What follows belongs to an exercise in optimizing a design on an open flow for small area, a short achievable clock period and few clock cycles per item; a production flow would make more cautious choices. Only simulation tests tie the RTL to the original design; equivalence was not proved. Power is estimated from default activity; no workload was simulated.

Setup of v6:
// mnist_classifier
module mnist_classifier (
    input wire clk,
    input wire rst_n,
    input wire start,
    output reg [9:0] ram_addr,
    input wire       ram_data,
    output reg [3:0] prediction,
    output reg       done
);
    localparam IDLE = 2'd0, SCAN = 2'd1, FULL = 2'd2, CMP = 2'd3;
    localparam HW = 8;
    reg [1:0] state;
    reg       full;      
    reg       v;         
    reg [4:0] row, col;  
    reg [9:0] w;         
    reg [9:0] ink;
    reg [7:0] h0;
    reg [6:0] h1;
    reg [7:0] h2;
    reg [7:0] h3;
    reg [7:0] h4;
    reg [7:0] h5;
    reg [7:0] h6;
    reg [7:0] h7;
    reg [7:0] h8;
    reg [7:0] h9;
    reg [2:0] bitk;
    reg [9:1] cand;
    reg       zgt, zlt;
    integer i;
    wire [9:0] wn;
    wire [9:0] ridx = {row, col};
  wire rn21, rn22, rn23, rn24, rn25, rn26, rn27,
      rn28, rn29, rn30, rn31, rn32, rn33, rn34, rn35,
      rn36, rn37, rn38, rn39, rn40, rn41, rn42, rn43,
      rn44, rn45, rn46, rn47, rn48, rn49, rn50, rn51,
      rn52, rn53, rn54, rn55, rn56, rn57, rn58, rn59,
      rn60, rn61, rn62, rn63, rn64, rn65, rn66, rn67,
      rn68, rn69, rn70, rn71, rn72, rn73, rn74, rn75,
      rn76, rn77, rn78, rn79, rn80, rn81, rn82, rn83,
      rn84, rn85, rn86, rn87, rn88, rn89, rn90, rn91,
      rn92, rn93, rn94, rn95, rn96, rn97, rn98, rn99,
      rn100, rn101, rn102, rn103, rn104, rn105, rn106,
      rn107, rn108, rn109, rn110, rn111, rn112, rn113,
      rn114, rn115, rn117, rn118, rn119, rn120, rn121,
      rn122, rn123, rn124, rn125, rn126, rn127, rn128,
      rn129, rn130, rn131, rn132, rn133, rn134, rn135,
      rn136, rn137, rn138, rn139, rn140, rn141, rn142,
      rn143, rn144, rn145, rn146, rn147, rn148, rn149,
      rn150, rn151, rn152, rn153, rn154, rn155, rn156,
      rn157, rn158, rn159, rn160, rn161, rn162, rn163,
      rn164, rn165, rn166, rn167, rn168, rn169, rn170,
      rn171, rn172, rn173, rn174, rn175, rn176, rn177,
      rn178, rn179, rn180, rn181, rn182, rn183, rn184,
      rn185, rn186, rn187, rn188, rn189, rn190, rn191,
      rn192, rn193, rn194, rn195, rn196, rn197, rn198,
      rn199, rn200, rn201, rn202, rn203, rn204, rn205,
      rn206, rn207, rn208, rn209, rn210, rn211, rn213,
  ...
Size: roughly 1200 cells after synthesis, ~140 flip-flops, roughly 19 I/O pins.
Settings: LEC_CHECK=0, CAP_MARGIN=20, CORE_MARGIN=2, CORE_UTILIZATION=40, SETUP_SLACK_MARGIN=5, SLEW_MARGIN=20, SYNTH_MEMORY_MAX_BITS=32768; clock period 8.0 ns.
run.sh (not shown) runs the stock make flow with config.mk's settings and CLKGATE_MAP_FILE= SYNTH_SCRIPT=/design/flow/synth_recipe.tcl, a recipe that flattens the netlist after the stock synthesis.
Testbench counts of v6, summed over its fixed seeds: cycles 65,864, items 192.
## Diff of input files: v7 against v6
--- a/flow/design.v
+++ b/flow/design.v
@@ -543,39 +543,39 @@
     assign rn468 = ~rn464 & ~rn467;
     assign rn469 = rn225 & rn468;
     assign rn470 = ~rn462 & rn469;
     assign rn471 = ~rn392 & rn470;
     assign rn472 = ~rn460 & rn471;
     assign wn[9] = rn448 | ~rn472;
-    reg [4:0] cpre, nstart;
+    reg [4:0] cend, nstart;
     reg [9:0] naddr;
     always @(*) begin
-        cpre = 5'd0; nstart = 5'd0; naddr = 10'd0;
-        if (row == 5'd4) begin cpre = 5'd17; nstart = 5'd9; naddr = 10'd149; end
-        if (row == 5'd5) begin cpre = 5'd19; nstart = 5'd8; naddr = 10'd176; end
-        if (row == 5'd6) begin cpre = 5'd21; nstart = 5'd7; naddr = 10'd203; end
-        if (row == 5'd7) begin cpre = 5'd21; nstart = 5'd7; naddr = 10'd231; end
-        if (row == 5'd8) begin cpre = 5'd21; nstart = 5'd6; naddr = 10'd258; end
-        if (row == 5'd9) begin cpre = 5'd22; nstart = 5'd6; naddr = 10'd286; end
-        if (row == 5'd10) begin cpre = 5'd22; nstart = 5'd7; naddr = 10'd315; end
-        if (row == 5'd11) begin cpre = 5'd22; nstart = 5'd6; naddr = 10'd342; end
-        if (row == 5'd12) begin cpre = 5'd23; nstart = 5'd6; naddr = 10'd370; end
-        if (row == 5'd13) begin cpre = 5'd23; nstart = 5'd5; naddr = 10'd397; end
-        if (row == 5'd14) begin cpre = 5'd22; nstart = 5'd5; naddr = 10'd425; end
-        if (row == 5'd15) begin cpre = 5'd22; nstart = 5'd5; naddr = 10'd453; end
-        if (row == 5'd16) begin cpre = 5'd22; nstart = 5'd4; naddr = 10'd480; end
-        if (row == 5'd17) begin cpre = 5'd21; nstart = 5'd4; naddr = 10'd508; end
-        if (row == 5'd18) begin cpre = 5'd21; nstart = 5'd5; naddr = 10'd537; end
-        if (row == 5'd19) begin cpre = 5'd21; nstart = 5'd5; naddr = 10'd565; end
-        if (row == 5'd20) begin cpre = 5'd20; nstart = 5'd5; naddr = 10'd593; end
-        if (row == 5'd21) begin cpre = 5'd19; nstart = 5'd6; naddr = 10'd622; end
-        if (row == 5'd22) begin cpre = 5'd17; nstart = 5'd7; naddr = 10'd651; end
-        if (row == 5'd23) begin cpre = 5'd16; nstart = 5'd10; naddr = 10'd682; end
-        if (row == 5'd24) begin cpre = 5'd14; nstart = 5'd11; naddr = 10'd123; end
+        cend = 5'd0; nstart = 5'd0; naddr = 10'd0;
+        if (row == 5'd4) begin cend = 5'd18; nstart = 5'd9; naddr = 10'd149; end
+        if (row == 5'd5) begin cend = 5'd20; nstart = 5'd8; naddr = 10'd176; end
+        if (row == 5'd6) begin cend = 5'd22; nstart = 5'd7; naddr = 10'd203; end
+        if (row == 5'd7) begin cend = 5'd22; nstart = 5'd7; naddr = 10'd231; end
+        if (row == 5'd8) begin cend = 5'd22; nstart = 5'd6; naddr = 10'd258; end
+        if (row == 5'd9) begin cend = 5'd23; nstart = 5'd6; naddr = 10'd286; end
+        if (row == 5'd10) begin cend = 5'd23; nstart = 5'd7; naddr = 10'd315; end
+        if (row == 5'd11) begin cend = 5'd23; nstart = 5'd6; naddr = 10'd342; end
+        if (row == 5'd12) begin cend = 5'd24; nstart = 5'd6; naddr = 10'd370; end
+        if (row == 5'd13) begin cend = 5'd24; nstart = 5'd5; naddr = 10'd397; end
+        if (row == 5'd14) begin cend = 5'd23; nstart = 5'd5; naddr = 10'd425; end
+        if (row == 5'd15) begin cend = 5'd23; nstart = 5'd5; naddr = 10'd453; end
+        if (row == 5'd16) begin cend = 5'd23; nstart = 5'd4; naddr = 10'd480; end
+        if (row == 5'd17) begin cend = 5'd22; nstart = 5'd4; naddr = 10'd508; end
+        if (row == 5'd18) begin cend = 5'd22; nstart = 5'd5; naddr = 10'd537; end
+        if (row == 5'd19) begin cend = 5'd22; nstart = 5'd5; naddr = 10'd565; end
+        if (row == 5'd20) begin cend = 5'd21; nstart = 5'd5; naddr = 10'd593; end
+        if (row == 5'd21) begin cend = 5'd20; nstart = 5'd6; naddr = 10'd622; end
+        if (row == 5'd22) begin cend = 5'd18; nstart = 5'd7; naddr = 10'd651; end
+        if (row == 5'd23) begin cend = 5'd17; nstart = 5'd10; naddr = 10'd682; end
+        if (row == 5'd24) begin cend = 5'd15; nstart = 5'd11; naddr = 10'd123; end
     end
-    reg seg_end;     
+    wire seg_end = (col == cend);
     wire last = seg_end && (row == 5'd24);
     wire pix = v & ram_data;
     reg [9:0] hb;
     always @(*) begin
         hb[0] = h0[bitk];
         hb[1] = (bitk < 3'd7) & h1[bitk[2:0]];
@@ -599,13 +599,13 @@
         if (zgt_n) best = 4'd0;
     end
     wire pass = ink >= 10'd5 && ink <= (full ? 10'd700 : 10'd250);
     always @(posedge clk) begin
         if (!rst_n) begin
             state <= IDLE; done <= 1'b0; v <= 1'b0; full <= 1'b0;
-            row <= 5'd4; col <= 5'd11; ram_addr <= 10'd123; seg_end <= 1'b0;
+            row <= 5'd4; col <= 5'd11; ram_addr <= 10'd123;
         end else begin
             done <= 1'b0;
             case (state)
                 IDLE: if (start) begin
                     state <= SCAN; v <= 1'b1; full <= 1'b0;
                 end
@@ -625,13 +625,12 @@
                             state <= FULL; full <= 1'b1; ram_addr <= 10'd0;
                         end
                     end
                 end
             endcase
             if ((state == IDLE && start) || state == SCAN) begin
-                seg_end <= !seg_end && (col == cpre);
                 if (seg_end) begin
                     row <= (row == 5'd24) ? 5'd4 : row + 5'd1;
                     col <= nstart; ram_addr <= naddr;
                 end else begin
                     col <= col + 5'd1; ram_addr <= ram_addr + 10'd1;
                 end
[compare] base=v6 new=v7: wire length after detailed routing grew by 9.7%, clock group share of total power now smaller, clock period minus final worst setup slack went up 0.19 ns, synthesized cell count up 2.0%.
Looking at final cell count, v7 sits 2.7% higher than v6 does.
Detailed route wirelength on metal2: v7 > v6
Diff v6 -> v7 | power density over the cells | increase of about 12%
Testbench counts of v7, summed over its fixed seeds: cycles 65,864, items 192.

-- port drivers added, routing unchanged --
No port has a modelled driver above. Below, the same layouts with a new extraction and two added sets of constraints. Step 1 (the two cells are an assumption about what drives the block):
set clk [get_ports {clk}]
set_driving_cell -lib_cell sky130_fd_sc_hd__clkbuf_16 $clk
set_driving_cell -lib_cell sky130_fd_sc_hd__buf_2 [delete_from_list [all_inputs] $clk]
Step 2 times the ports against the registers' clock, not the clock port: input delays grow and output delays shrink by t, the midpoint of the rising clock arrivals with the driver on. a / b / c = no drivers / after step 1 / after step 2; a / b = the first two.
| run | t (ns) | setup slack, ns | worst data-port slew with drivers (ns) | cell pins on the clock port's net |
|---|---|---|---|---|
| v6 | 0.457 | 4.964 / 4.964 / 4.786 | 0.03 | 1 |
| v7 | 0.455 | 4.774 / 4.774 / 4.375 | 0.03 | 1 |
After both steps setup and hold are still met in every run listed. The setup slack of v7, which loses most, moves by 0.000 ns with the drivers and by -0.399 ns with both steps.
